This is an optimization exercise on Yosys and OpenROAD, whose aim is small area, a short achievable clock period and few clock cycles, not a production implementation. The RTL of this run was laid out without a check of its function. Power is estimated from default activity; no workload was simulated.

[design/flow/config.mk]
export PLATFORM = sky130hd
export DESIGN_NAME = main
export DESIGN_NICKNAME = main
export VERILOG_FILES = /design/flow/design.v
export SDC_FILE = /design/flow/constraint.sdc
export NUM_CORES = 4
export LEC_CHECK = 0
export CAP_MARGIN = 20
export CORE_MARGIN = 2
export CORE_UTILIZATION = 40
export SLEW_MARGIN = 20
[design/flow/run.sh]
#!/bin/bash
# synth_recipe.tcl (not shown) runs the flow's synth.tcl, then flattens the netlist and writes it again
# the make line also repeats each setting of config.mk as NAME=value (left out here)
make -C /OpenROAD-flow-scripts/flow DESIGN_CONFIG=/design/flow/config.mk WORK_HOME=/design/flow/orfs CLKGATE_MAP_FILE= SYNTH_SCRIPT=/design/flow/synth_recipe.tcl finish
[design/flow/design.v]
`timescale 1ns / 1ps
module GCD(input [31:0] a, input [31:0] b, input reset, input clk, output reg [31:0] gcd, output reg isDone
    );
	reg [31:0] nextInputA;
	reg [31:0] nextInputB;
	reg [31:0] inputA;
	reg [31:0] inputB;
	reg [31:0] nextExponent;
	reg [31:0] exponent;
	reg [31:0] nextGcd;
	reg nextIsDone;
	always @(posedge clk) begin
		inputA <= nextInputA;
		inputB <= nextInputB;
		exponent <= nextExponent;
		isDone <= nextIsDone;
		gcd <= nextGcd;
	end
	always @(*) begin
		nextInputA = inputA;
		nextInputB = inputB;
		nextIsDone = isDone;
		nextExponent = exponent;
		nextGcd = gcd;
		if (reset == 1) begin
			nextInputA = 0;
			nextInputB = 0;
			nextExponent = 0;
			nextIsDone = 0;
		end
		else begin
			if (inputA == 0) begin
				nextInputA = a;
				nextInputB = (b == 0) ? a : b;
			end
			else begin
				if ((inputA == inputB) & isDone == 0 & inputA > 0) begin
					nextGcd = inputA << exponent;
					nextIsDone = 1;
				end
				else begin
					if ((inputA[0] == 0) & (inputB [0] == 0)) begin
						nextExponent = exponent + 1;
						nextInputA = inputA >> 1;
						nextInputB = inputB >> 1;
					end
					else begin
						nextExponent = exponent;
						if (inputA[0] == 0) begin
							nextInputA = inputA >> 1;
						end
						else begin
							if (inputB[0] ==  0) begin
								nextInputB = inputB >> 1;
							end
							else begin
								if (inputA > inputB) begin
									nextInputA = (inputA - inputB) >> 1;
								end
								else begin
									nextInputB = (inputB - inputA) >> 1;
								end
							end
						end
					end
				end
			end
		end
	end
endmodule
`timescale 1ns / 1ps
module modBigNumbers(input reset, input clk, input start, input [63:0] exponent, input [31:0] number,
    output reg [31:0] result, output reg isDone
    );
	localparam S_IDLE = 2'd0;
	localparam S_MUL  = 2'd1;  
	localparam S_SQR  = 2'd2;  
	reg [1:0]  state;
	reg [5:0]  bitIndex;
	reg [4:0]  step;
	reg [63:0] exp_r;
	reg [31:0] base;
	reg [31:0] mulX;
	reg [31:0] mulY;
	reg [31:0] acc;
	wire [33:0] n34   = {2'b00, number};
	wire [33:0] t     = {1'b0, acc, 1'b0} + (mulY[31] ? {2'b00, mulX} : 34'd0);
	wire [33:0] t_n   = t - n34;
	wire [33:0] t_2n  = t - {n34[32:0], 1'b0};
	wire [31:0] red   = !t_2n[33] ? t_2n[31:0] : (!t_n[33] ? t_n[31:0] : t[31:0]);
	always @(posedge clk) begin
		if (reset) begin
			state  <= S_IDLE;
			isDone <= 0;
		end
		else begin
			isDone <= 0;
			case (state)
				S_IDLE: begin
					if (start) begin
						result   <= 32'd1;
						base     <= 32'd2;
						exp_r    <= exponent;
						bitIndex <= 0;
						step     <= 0;
						acc      <= 0;
						mulX     <= exponent[0] ? 32'd1 : 32'd2;
						mulY     <= 32'd2;
						state    <= exponent[0] ? S_MUL : S_SQR;
					end
				end
				S_MUL: begin
					acc  <= red;
					mulY <= mulY << 1;
					step <= step + 1;
					if (step == 5'd31) begin
						result <= red;
						acc    <= 0;
						mulX   <= base;
						mulY   <= base;
						state  <= S_SQR;
					end
				end
				S_SQR: begin
					acc  <= red;
					mulY <= mulY << 1;
					step <= step + 1;
					if (step == 5'd31) begin
						base  <= red;
						acc   <= 0;
						exp_r <= exp_r >> 1;
						bitIndex <= bitIndex + 1;
						if (bitIndex == 6'd63) begin
							isDone <= 1;
							state  <= S_IDLE;
						end
						else begin
							mulX  <= exp_r[1] ? result : red;
							mulY  <= red;
							state <= exp_r[1] ? S_MUL : S_SQR;
						end
					end
				end
				default: state <= S_IDLE;
			endcase
		end
	end
endmodule
`timescale 1ns / 1ps
module main(input clk, input rst, input start, input [31:0] n, input [63:0] exponent,
    output ready, output done, output [31:0] prime1
    );
	localparam S_IDLE = 2'd0;
	localparam S_MOD  = 2'd1;
	localparam S_GCD  = 2'd2;
	reg [1:0]  state;
	reg [31:0] n_r;
	wire        isModCalculatorDone;
	wire        isGcdCalculatorDone;
	wire [31:0] modResult;
	wire startMod = (state == S_IDLE) & start;
	wire resetGcd = rst | (state != S_GCD);
	modBigNumbers modCalculator (.reset(rst), .clk(clk), .start(startMod), .exponent(exponent), .number(n_r),
		.result(modResult), .isDone(isModCalculatorDone));
	GCD gcdCalculator (.a(n_r), .b(modResult - 32'd1), .reset(resetGcd), .clk(clk), .gcd(prime1),
		.isDone(isGcdCalculatorDone));
	assign ready = (state == S_IDLE);
	assign done  = (state == S_GCD) & isGcdCalculatorDone;
	always @(posedge clk) begin
		if (rst) begin
			state <= S_IDLE;
		end
		else begin
			case (state)
				S_IDLE: if (start) begin
					n_r   <= n;
					state <= S_MOD;
				end
				S_MOD: if (isModCalculatorDone) state <= S_GCD;
				S_GCD: if (isGcdCalculatorDone) state <= S_IDLE;
				default: state <= S_IDLE;
			endcase
		end
	end
endmodule
[design/flow/constraint.sdc]
create_clock -name core_clock -period 8.0 [get_ports {clk}]
set_input_delay 1.6000 -clock core_clock [delete_from_list [all_inputs] [get_ports {clk}]]
set_output_delay 1.6000 -clock core_clock [all_outputs]
set_load 0.01 [all_outputs]
==> tab_implementation.tex <==
\begin{tabular}{lr}
\hline
Metric & Value \\
\hline
\multicolumn{2}{l}{\textbf{Outcome}} \\
\quad Run status & no timing/DRC/antenna violations \\
\multicolumn{2}{l}{\textbf{Power}} \\
\quad Leakage power & 0.0122 uW \\
\quad Power density relative to cell area & 394 nW/um\^{}2 \\
\quad Maximum vdd drop & 0.000186 V \\
\multicolumn{2}{l}{\textbf{CTS}} \\
\quad Clock Sink Count & 400 \\
\quad Number of setup buffers added after CTS & 0 \\
\quad Clk\_lat worst skew & 0.62 ns \\
\quad Post-CTS resize count & 0 \\
\quad Hold\_buf cts & 0 \\
\quad Clock tree root driver cell & sky130\_fd\_sc\_hd\_\_clkbuf\_16 \\
\quad Clock-pin slew on the worst setup and hold paths & 0.06 ns \\
\quad Number of H-tree levels & 2 \\
\quad Maximum clock path buffer count & 3 \\
\quad TritonCTS buffer count & 47 \\
\quad CTS tree & built \\
\multicolumn{2}{l}{\textbf{Drt}} \\
\quad Via/cell ratio & 5.91 \\
\quad Routed WL & 92.3 mm \\
\quad Residual antenna-violating net count after detailed routing & 0 \\
\quad Length of the first detailed-routing pass in iterations & 9 \\
\quad Routed length per instance & 22.1 microns \\
\quad Routed vias & 24800 \\
\quad Drt first-iter violations & 2713 \\
\quad \# DRC & 0 \\
\multicolumn{2}{l}{\textbf{Worst setup path}} \\
\quad Required time worst endpoint & 8.34 ns \\
\quad Worst path top cell family by delay & compound AO/OA/AOI/OAI gates \\
\quad Crit path max fanout & 33 \\
\quad Crit path capture type & register \\
\quad Most frequent cell on the critical path & sky130\_fd\_sc\_hd\_\_a21oi\_1 \\
\quad Path type of the worst setup path & reg2reg \\
\quad Slowest CP cell & sky130\_fd\_sc\_hd\_\_o31ai\_1 \\
\quad CP cell instances & and2\_1 > ha\_1 > inv\_1 > fa\_1 > nand2b\_1 > a21oi\_1 > o31ai\_1 > a21oi\_1 > or2\_2 > a21oi\_1 > xnor2\_1 > ha\_1 > and3\_1 > and4\_1 > or3b\_1 > a22oi\_1 > a21oi\_1 > o21ai\_1 > xor2\_4 > buf\_4 > o21ai\_0 > o22ai\_1 > o21ai\_0 \\
\quad Startpoint class of the critical path & register \\
\quad Largest stage delay, worst path & 0.59 ns \\
\quad Critical Path AT & 7.71 ns \\
\quad Buffers and inverters on the worst path & 2 \\
\multicolumn{2}{l}{\textbf{Timing}} \\
\quad Hold Violations, Final & 0 \\
\quad Worst-Margin Slew & 1.08 ns \\
\quad Period utilisation layout & 92.1\% \\
\quad Relative slew slack & 27.8\% \\
\quad Setup skew after layout & 0.0371 ns \\
\quad Min Tclk post-route & 7.37 ns \\
\quad Unrepaired setup endpoints after global routing & false \\
\quad Final count of negative-setup-slack endpoints & 0 \\
\quad Total negative setup slack & 0 ns \\
\quad Maximum achievable frequency & 0.136 GHz \\
\quad Worst Setup Slack, final & 0.630 ns \\
\quad Count of final max-slew check failures & 0 \\
\multicolumn{2}{l}{\textbf{Logic synthesis}} \\
\quad Synth async-reset ratio & 0\% \\
\quad Syn Nets & 3449 \\
\quad Sequential cell area fraction in the yosys report & 38.3\% \\
\quad Register bit total from synthesis & 400 \\
\quad Count leader, synth & sky130\_fd\_sc\_hd\_\_nor2\_1 \\
\quad Post-synthesis cell type with the largest combined area & sky130\_fd\_sc\_hd\_\_edfxtp\_1 \\
\quad Post-synth top area share & 31.1\% \\
\quad Number of distinct library cell variants in the gate-level netlist after synthesis & 85 \\
\quad Cell area after synthesis & 28700 sq um \\
\quad Count of synthesis-stage warnings from yosys & 3 \\
\quad Number of synthesized flops with an enable pin & 298 \\
\quad Synth top area cells & sky130\_fd\_sc\_hd\_\_edfxtp\_1, sky130\_fd\_sc\_hd\_\_ha\_1, sky130\_fd\_sc\_hd\_\_dfxtp\_1 \\
\quad Leading register cell type out of synthesis & sky130\_fd\_sc\_hd\_\_edfxtp\_1 \\
\quad Post-Syn Area per Cell & 9.05 sq um \\
\quad Gate Count Post-Synth & 3176 \\
\quad Most frequent cells after synthesis & sky130\_fd\_sc\_hd\_\_nor2\_1, sky130\_fd\_sc\_hd\_\_edfxtp\_1, sky130\_fd\_sc\_hd\_\_a21oi\_1 \\
\multicolumn{2}{l}{\textbf{Global route}} \\
\quad Largest net degree at the start of global routing & 79 \\
\quad Global-route wire length before repair & 141 mm \\
\quad Aggregate global-route resource usage & 24.3\% \\
\quad Antenna violations before repair & 1 \\
\quad Grt total ovfl & 0 \\
\quad Via count of the first global-routing pass & 23700 \\
\multicolumn{2}{l}{\textbf{Place}} \\
\quad I/O Buffers & 132 \\
\quad Half-perimeter wire length of the detailed placement result & 68.7 mm \\
\quad Worst Setup Slack post-DPL & 0.783 ns \\
\quad \# placed instances & 4108 \\
\quad Placer congestion estimate & 0.988 \\
\multicolumn{2}{l}{\textbf{Cells and area}} \\
\quad Area grow syn2layout & 13.2\% \\
\quad Diode insertion count for antenna repair & 0 \\
\quad Non-Filler Instances & 4188 \\
\quad Final core area utilization & 45.7\% \\
\quad Register containing the most flip-flops in the final layout & modCalculator.exp\_r \\
\quad Fraction of layout instances using a drive strength above 1 & 7.60\% \\
\quad Max FFs per register & 63 \\
\quad NumNets Final & 3480 \\
\multicolumn{2}{l}{\textbf{Die}} \\
\quad Starting utilization of the core area & 40.3\% \\
\quad Std-Cell Core Area & 71200 sq um \\
\quad Area of the die & 74000 sq um \\
\quad Die width & 272 microns \\
\quad Top-Level Pins & 133 \\
\quad Row count & 98 \\
\quad Height of the die & 272 microns \\
\multicolumn{2}{l}{\textbf{Worst hold path}} \\
\quad Min-delay worst type & reg2reg \\
\multicolumn{2}{l}{\textbf{Job}} \\
\quad Maximum capacitance violations & 0 \\
\hline
\end{tabular}
## report_power, final
group	internal (uW)	leakage (uW)	switching, uW
Sequential	2900	0.00363	301
Combinational	2650	0.00785	4770
Clock	1310	0.000744	905
## layout by cell type (no fill, tap or decap), drive strengths merged, types with 11 or more instances in the layout
cell and instances:
a21o 82, a222oi 29, o22ai 12, edfxtp 298
nor4 33, and4 11, o31ai 22, dfxtp 102
nand2b 24, nand4 34, xnor2 113, clkbuf 62
ha 169, inv 168, buf 47, o21a 25
or2 12, and3 23, xor2 79, o21bai 28
nand3 76, a32oi 48, nor2 347, a21oi 252
mux2 81, mux2i 61, o211ai 19, and2 59
a22oi 23, a211oi 55, nor3 48, clkdlybuf4s50 132
a31oi 28, o21ai 209, nand2 219, a221oi 15
nor2b 20, or3 14
## routing by layer
layer  track usage, %  vias to the layer above  routed length [microns]
met5                0                        -                        0
met2             40.0                      832                    42800
li1                 -                    11800                        -
met3             2.84                      172                     5710
met1             32.6                    11900                    40000
met4             9.83                        0                     3790
## metrics by stage
stage | hold WS, ns | cell area [sq um] | total power, uW
after floorplan | 0.449 | 28700 | 8290
after global placement | 0.464 | 31000 | 10500
after detailed placement | 0.466 | 31000 | 10400
after CTS | 0.472 | 32500 | 12700
after global routing | 0.508 | 32500 | 13600
final | 0.474 | 32500 | 12800
## path summary, 6_finish.rpt
path / endpoint / depth (start not counted) / startpoint / slack (ns)
setup / recovery: modCalculator.mulY[20] / 23 / modCalculator.mulY[31] / 0.63
hold / removal: gcdCalculator.inputB[10] / 2 / gcdCalculator.inputB[10] / 0.47
setup reg to reg: modCalculator.mulY[20] / 23 / modCalculator.mulY[31] / 0.63
hold reg to reg: gcdCalculator.inputB[10] / 2 / gcdCalculator.inputB[10] / 0.47
## area by class of cell
| cell class | instances | area (sq um) |
|---|---|---|
| Fill cell | 6836 | 38700 |
| Multi-Input combinational cell | 2412 | 16500 |
| Sequential cell | 400 | 11000 |
| Timing Repair Buffer | 179 | 1670 |
| Clock buffer | 62 | 1260 |
| Tap cell | 950 | 1190 |
| Inverter | 167 | 627 |
| Clock inverter | 18 | 293 |
## tightest hold or removal path, delay by kind of cell, from the launching register on
| family | cells | cell delay, ns |
|---|---|---|
| flip-flops | 1 | 0.32 |
| AND/OR/NAND/NOR | 1 | 0.06 |
| AO/OA/AOI/OAI | 1 | 0.05 |
## logic make-up after synthesis
kind of cell	count (synthesis)	share of synthesized area [%]
adder cells (fa/ha/maj)	174	7.71
AND/OR/NAND/NOR	949	15.8
multiplexers	151	6.01
AO/OA/AOI/OAI	946	21.6
XOR/XNOR	192	5.85
flip-flops	400	38.3
buffers and inverters	364	4.83

==> re-timing with driven ports <==
No port has a modelled driver above. Below, the same layout with a new extraction and two added sets of constraints. Step 1 sets driving cells, clkbuf_16 on the clock port and buf_2 on the other inputs (assumed; they add their load-dependent delay and slew). Step 2 moves the port delays by t, midway between the first and last clock arrival at a register: inputs arrive t later, outputs are due t later. That takes back most of the time a late clock gives input paths. Slacks: ideal / step 1 / step 2; pairs: ideal / step 1.
t (ns): 0.665
setup slack, ns: 0.630 / 0.630 / 0.630
worst setup path at the end: register to register
clock arrival spread, ns: 0.037 / 0.037
After both steps setup and hold are still met in this run. For this run, drivers alone change the setup slack by 0.000 ns; drivers and shift together by 0.000 ns.
